Background: an optimization exercise with open tools, aiming at small area, a short achievable clock period and few clock cycles. Do not read the settings as production practice. Function was checked by simulation only, so behaviour that the tests miss may differ from the original. Power figures rest on the tool's default switching activity, not on a simulated workload.

Setup of run 1:
// conv_engine_array
module conv_engine_array #(
    parameter int ROWS    = 4,
    parameter int COLS    = 4,
    parameter int SCALE_Q = 16
) (
    input  logic        clk,
    input  logic        rst_n,
    input  logic        start,
    input  logic [10:0] c_in,
    input  logic [10:0] c_out,
    input  logic [3:0]  kernel_size,
    output logic [12:0] patch_rd_addr,
    input  logic [COLS*8-1:0] patch_rd_data_wide,
    output logic [21:0] weight_rd_addr,
    input  logic [COLS*8-1:0] weight_rd_data_wide,
    output logic [8:0]  bias_rd_ch,
    input  logic signed [31:0] bias_rd_data,
    input  logic [15:0] scale,
    input  logic        skip_relu,
    output logic        out_valid,
    output logic [8:0]  out_ch_base,
    output logic [5:0]  out_count,
    output wire  [ROWS*8-1:0] out_data_flat,
    output wire  [ROWS*32-1:0] out_int32_flat,
    output logic        done
);
==> flow/config.mk <==
export PLATFORM = sky130hd
export DESIGN_NAME = conv_engine_array
export DESIGN_NICKNAME = conv_engine_array
export VERILOG_FILES = /design/flow/design.v
export SDC_FILE = /design/flow/constraint.sdc
export NUM_CORES = 4
export LEC_CHECK = 0
export CAP_MARGIN = 5
export CORE_MARGIN = 2
export CORE_UTILIZATION = 35
export PLACE_DENSITY = 0.6
export SLEW_MARGIN = 5
==> flow/constraint.sdc <==
create_clock -name core_clock -period 13.5 [get_ports {clk}]
set_input_delay 2.7000 -clock core_clock [delete_from_list [all_inputs] [get_ports {clk}]]
set_output_delay 2.7000 -clock core_clock [all_outputs]
set_load 0.01 [all_outputs]
standard.sh (not shown) runs the stock make flow with config.mk's settings and CLKGATE_MAP_FILE= SYNTH_SCRIPT=/design/flow/synth_recipe.tcl, a recipe that flattens the netlist after the stock synthesis.
==> flow/flow/run.sh <==
#!/bin/bash
# The standard layout (standard.sh: unchanged synthesis, floorplan, place,
# CTS, route) with these changes to how it is made:
#  - repair_timing is asked for extra setup slack, so that the achieved period
#    is pushed below the constraint;
#  - the port buffers that buffer_ports inserts are plain buffers (buf_1,
#    which repair may upsize) rather than the delay cells it picks by default;
#  - CTS inserts no dummy load cells and clusters up to 30 sinks per leaf buffer.
set -euo pipefail
bash standard.sh SETUP_SLACK_MARGIN=9.5 \
  "BUFFER_PORTS_ARGS=-buffer_cell sky130_fd_sc_hd__buf_1" \
  "CTS_ARGS=-sink_clustering_enable -repair_clock_nets -dont_use_dummy_load -sink_clustering_size 30 -sink_clustering_max_diameter 80" \
  finish > standard_flow.log 2>&1
Run 1: PASS, flow complete, no timing, DRC or antenna violations
Testbench counts of run 1, summed over its fixed seeds: cycles 14,476.
What run 2 does differently from run 1 at the input level:
-- flow/config.mk --
<<< run 1, line 8
export CAP_MARGIN = 5
>>> run 2, line 8
export CAP_MARGIN = 20
<<< run 1, line 11
export PLACE_DENSITY = 0.6
export SLEW_MARGIN = 5
>>> run 2, line 11
export PLACE_DENSITY = 0.5
export SLEW_MARGIN = 20
## What came out
Going from run 1 to run 2, clock skew now sits higher, count of TritonRoute iterations in the first routing pass now sits higher, sum of internal, switching and leakage power now sits higher, utilization now sits lower. Wire: run 2 routes more than run 1. When the final numbers for run 1 and run 2 were put side by side, the clock period minus worst slack turned out to be smaller in run 1. Comparing the two runs side by side, run 2 comes out behind run 1 on register-to-register slack. Compared run 2 vs run 1, and sum of met3 wire segment lengths after detailed routing is down in run 2.
Input changes introduced in run 3 (baseline for comparison: run 2):
-- flow/flow/run.sh --
<<< run 2, line 10
bash standard.sh SETUP_SLACK_MARGIN=9.5 \
>>> run 3, line 10
bash standard.sh SETUP_SLACK_MARGIN=9.4 \
-- flow/config.mk --
<<< run 2, line 11
export PLACE_DENSITY = 0.5
>>> run 3, line 11
export PLACE_DENSITY = 0.6
## What came out
Run 3: no failed stages, no open violations at the end
Run 3 against run 2; clock-buffer cell count is down by a few percent.
Run 3 vs run 2, timing endpoint of the critical path: s_c[8] vs out_int32_flat[99]
Against run 2, final weighted congestion in routability-driven placement in run 3 rose by a few percent.
Routing usage on met3 in run 3 vs run 2: up 0.70 points
There was hardly any difference in layout filler cell count between run 3 and run 2.

==> what the ideal ports hide <==
Ports are ideal in the flow. The routed layouts listed here were re-timed in OpenROAD.
Step 1 (the two cells are an assumption about what drives the block):
set clk [get_ports {clk}]
set_driving_cell -lib_cell sky130_fd_sc_hd__clkbuf_16 $clk
set_driving_cell -lib_cell sky130_fd_sc_hd__buf_2 [delete_from_list [all_inputs] $clk]
Step 2 adds t to the input delays and takes it off the output delays; t is the mean of the earliest and latest rising clock arrival at the registers after step 1. Input paths then give back, and output paths get back, about the clock's delay inside the block.
Three values: no drivers, after step 1, after step 2; two values: the first two.
| run | t (ns) | slack for setup (ns) | clock arrival spread, ns |
|---|---|---|---|
| run 1 | 0.608 | 9.514 / 9.452 / 9.338 | 0.082 / 0.082 |
| run 2 | 0.621 | 9.478 / 9.414 / 9.246 | 0.108 / 0.107 |
| run 3 | 0.621 | 9.476 / 9.414 / 9.301 | 0.094 / 0.094 |
After both steps every run listed still meets setup and hold. The setup slack of run 2, which loses most, moves by -0.064 ns with the drivers and by -0.232 ns with both steps.
